This design comes from an exercise in tuning for small area and a short achievable clock period on the open sky130 flow, not from production work. Function was checked by simulation only, so behaviour that the tests miss may differ from the original. Power is estimated from default activity; no workload was simulated.

==> flow/design.v (excerpt) <==
module PPU_gen2
(
    input wire[1:0] debug_in,
    input wire clk_in,				 
    input wire rst_in,				 
    input wire[2:0] ri_sel_in,		 
    input wire ri_ncs_in,			 
    input wire ri_r_nw_in,			 
    input wire[7:0] ri_d_in,		 
    input wire[7:0] vram_d_in,		 
    output wire[2:0] debug_out,
	output reg vde,
    output reg hsync_out,			 
    output reg vsync_out,			 
    output wire[1:0] r_out,          
    output wire[1:0] g_out,          
    output wire[1:0] b_out,          
    output wire[7:0] ri_d_out,       
    output wire nvbl_out,			 
    output wire[13:0] vram_a_out,	 
    output reg[7:0] vram_d_out,		 
    output reg vram_wr_out			 
);
    reg ri_address_inc;  
    reg next_ri_address_inc;
    reg ri_address_update, next_ri_address_update;   
    reg ri_inc_sel, next_ri_inc_sel;      
    reg ri_v_name, next_ri_v_name;
    reg[4:0] ri_v_tile, next_ri_v_tile;
    reg[2:0] ri_v_fine, next_ri_v_fine;  
    reg ri_h_name, next_ri_h_name;
    reg[2:0] ri_h_fine, next_ri_h_fine;
    reg[4:0] ri_h_tile, next_ri_h_tile;  
    reg ri_background_select, next_ri_background_select;   
  ...
export LEC_CHECK = 0
export CAP_MARGIN = 10
export CORE_MARGIN = 2
export CORE_UTILIZATION = 40
export CTS_BUF_LIST = sky130_fd_sc_hd__clkbuf_8
export CTS_CLUSTER_DIAMETER = 60
export CTS_CLUSTER_SIZE = 16
export PLACE_DENSITY = 0.7
export SETUP_SLACK_MARGIN = 5
export SLEW_MARGIN = 10
create_clock -name core_clock -period 10.0 [get_ports {clk_in}]
standard.sh (not shown) runs the stock make flow with config.mk's settings and CLKGATE_MAP_FILE= SYNTH_SCRIPT=/design/flow/synth_recipe.tcl, a recipe that flattens the netlist after the stock synthesis.
==> flow/flow/run.sh <==
#!/bin/bash
# Own flow: the standard synthesis (standard.sh synth, unchanged), then the combinational
# logic between the registers is mapped again by ABC for area (registers, their names and cell
# types kept as the standard synthesis made them), then the standard layout steps, with the
# ports buffered by buf_4 cells instead of the default port buffer cell.
# Each tool's full output goes to a log file of its own in the work folder.
set -euo pipefail
cd "$(dirname "$0")/.."
WORK=$PWD
RES=$WORK/orfs/results/${FLOW_PLATFORM:-sky130hd}/PPU_gen2/base
LIB=$FLOW_HOME/platforms/sky130hd/lib/sky130_fd_sc_hd__tt_025C_1v80.lib

bash standard.sh synth > flow_synth.log 2>&1
cp $RES/1_2_yosys.v $WORK/standard_synth.v

# the register cell types of the standard netlist stay black boxes that ABC cannot touch
SEQ=$(grep -oE '^\s*sky130_fd_sc_hd__(df|edf|sdf|dl)[a-z0-9_]+' $WORK/standard_synth.v | sort -u | tr -d ' ' | tr '\n' ' ')
cat > $WORK/remap.ys <<EOF
read_liberty -ignore_miss_func $LIB
blackbox $SEQ sky130_fd_sc_hd__conb_1
read_verilog $WORK/standard_synth.v
hierarchy -check -top $FLOW_TOP
setattr -set keep 1 t:sky130_fd_sc_hd__df* t:sky130_fd_sc_hd__edf* t:sky130_fd_sc_hd__sdf* t:sky130_fd_sc_hd__dl*
flatten
rename -hide w:*.*
opt -purge
abc -liberty $LIB -dont_use sky130_fd_sc_hd__probe_p_8 -dont_use sky130_fd_sc_hd__probec_p_8 -dont_use sky130_fd_sc_hd__lpflow_bleeder_1 -dont_use sky130_fd_sc_hd__lpflow_clkbufkapwr_1 -dont_use sky130_fd_sc_hd__lpflow_clkbufkapwr_16 -dont_use sky130_fd_sc_hd__lpflow_clkbufkapwr_2 -dont_use sky130_fd_sc_hd__lpflow_clkbufkapwr_4 -dont_use sky130_fd_sc_hd__lpflow_clkbufkapwr_8 -dont_use sky130_fd_sc_hd__lpflow_clkinvkapwr_1 -dont_use sky130_fd_sc_hd__lpflow_clkinvkapwr_16 -dont_use sky130_fd_sc_hd__lpflow_clkinvkapwr_2 -dont_use sky130_fd_sc_hd__lpflow_clkinvkapwr_4 -dont_use sky130_fd_sc_hd__lpflow_clkinvkapwr_8 -dont_use sky130_fd_sc_hd__lpflow_decapkapwr_12 -dont_use sky130_fd_sc_hd__lpflow_decapkapwr_3 -dont_use sky130_fd_sc_hd__lpflow_decapkapwr_4 -dont_use sky130_fd_sc_hd__lpflow_decapkapwr_6 -dont_use sky130_fd_sc_hd__lpflow_decapkapwr_8 -dont_use sky130_fd_sc_hd__lpflow_inputiso0n_1 -dont_use sky130_fd_sc_hd__lpflow_inputiso0p_1 -dont_use sky130_fd_sc_hd__lpflow_inputiso1n_1 -dont_use sky130_fd_sc_hd__lpflow_inputiso1p_1 -dont_use sky130_fd_sc_hd__lpflow_inputisolatch_1 -dont_use sky130_fd_sc_hd__lpflow_isobufsrc_1 -dont_use sky130_fd_sc_hd__lpflow_isobufsrc_16 -dont_use sky130_fd_sc_hd__lpflow_isobufsrc_2 -dont_use sky130_fd_sc_hd__lpflow_isobufsrc_4 -dont_use sky130_fd_sc_hd__lpflow_isobufsrc_8 -dont_use sky130_fd_sc_hd__lpflow_isobufsrckapwr_16 -dont_use sky130_fd_sc_hd__lpflow_lsbuf_lh_hl_isowell_tap_1 -dont_use sky130_fd_sc_hd__lpflow_lsbuf_lh_hl_isowell_tap_2 -dont_use sky130_fd_sc_hd__lpflow_lsbuf_lh_hl_isowell_tap_4 -dont_use sky130_fd_sc_hd__lpflow_lsbuf_lh_isowell_4 -dont_use sky130_fd_sc_hd__lpflow_lsbuf_lh_isowell_tap_1 -dont_use sky130_fd_sc_hd__lpflow_lsbuf_lh_isowell_tap_2 -dont_use sky130_fd_sc_hd__lpflow_lsbuf_lh_isowell_tap_4 -dont_use sky130_fd_sc_hd__fill_1 -dont_use sky130_fd_sc_hd__fill_2 -dont_use sky130_fd_sc_hd__fill_4 -dont_use sky130_fd_sc_hd__fill_8
opt_clean -purge
hilomap -singleton -hicell sky130_fd_sc_hd__conb_1 HI -locell sky130_fd_sc_hd__conb_1 LO
insbuf -buf sky130_fd_sc_hd__buf_4 A X
splitnets
opt_clean -purge
rename -enumerate -pattern remap_% w:\$* c:\$*
tee -o $WORK/remap_stat.txt stat -liberty $LIB
write_verilog -noattr -nohex -nodec $WORK/remapped.v
EOF
yosys -s $WORK/remap.ys > flow_remap.log 2>&1
cat > $WORK/remap_check.ys <<EOF
read_liberty -lib $LIB
read_verilog $WORK/remapped.v
hierarchy -check -top $FLOW_TOP
check -assert -mapped
EOF
yosys -s $WORK/remap_check.ys > flow_remap_check.log 2>&1

# the registers must be the standard synthesis's, by name and cell type
grep -oE '^\s*sky130_fd_sc_hd__(df|edf|sdf|dl)[a-z0-9_]+\s+\S+' $WORK/standard_synth.v | awk '{print $1, $2}' | sort > $WORK/regs_standard.txt
grep -oE '^\s*sky130_fd_sc_hd__(df|edf|sdf|dl)[a-z0-9_]+\s+\S+' $WORK/remapped.v | awk '{print $1, $2}' | sort > $WORK/regs_remapped.txt
cmp $WORK/regs_standard.txt $WORK/regs_remapped.txt

# the layout steps read the remapped netlist in place of the standard one
cp $WORK/remapped.v $RES/1_2_yosys.v
rm -f $RES/1_synth.odb
bash standard.sh "BUFFER_PORTS_ARGS=-buffer_cell sky130_fd_sc_hd__buf_4" finish > flow_layout.log 2>&1
Change:
Settings changed: CORE_UTILIZATION 40 to 48, PLACE_DENSITY 0.7 to default.
Synthesized area is unchanged.
Design area shrinks slightly.
Clock-buffer cell count drops by 4.
Clock skew shrinks by 94 ps.
Fmax goes up slightly.
Change:
Settings changed: CORE_UTILIZATION 48 to 40.
Outcome: The new run produced a clean layout; cell area climbs by 0.61%; global-route usage drops by 5.0 points; area after synthesis is unchanged; sequential power is about the same; clock-buffer cell count climbs by 8; core utilization drops by 8.5 points; wire length drops by 0.90%; clock power barely changes.

-- re-timing with driven ports --
The results above use ideal ports. As a check the final layouts listed here were re-extracted and re-timed, cells and wires unchanged. Step 1: set_driving_cell puts a clkbuf_16 on clk_in and a buf_2 on each other input, an assumption about the parent block. Step 2 adds t to the input delays and takes it off the output delays; t is the mean of the earliest and latest rising clock arrival at the registers after step 1. Input paths then give back, and output paths get back, about the clock's delay inside the block. Slacks: no drivers / after step 1 / after step 2; pairs: no drivers / after step 1.
run | t (ns) | setup WS [ns] | latest minus earliest clock arrival (ns) | slew at the worst register clock pin (ns) | worst data-port slew with drivers (ns)
the first run | 1.095 | 5.017 / 4.827 / 4.408 | 0.185 / 0.185 | 0.11 / 0.11 | 0.26
the second run | 1.094 | 5.057 / 5.034 / 4.413 | 0.066 / 0.067 | 0.11 / 0.11 | 0.06
the third run | 1.087 | 5.000 / 4.783 / 4.458 | 0.217 / 0.217 | 0.11 / 0.11 | 0.29
After both steps every run listed still meets setup and hold. For the second run, which loses most, drivers alone change the setup slack by -0.023 ns; drivers and shift together by -0.644 ns.
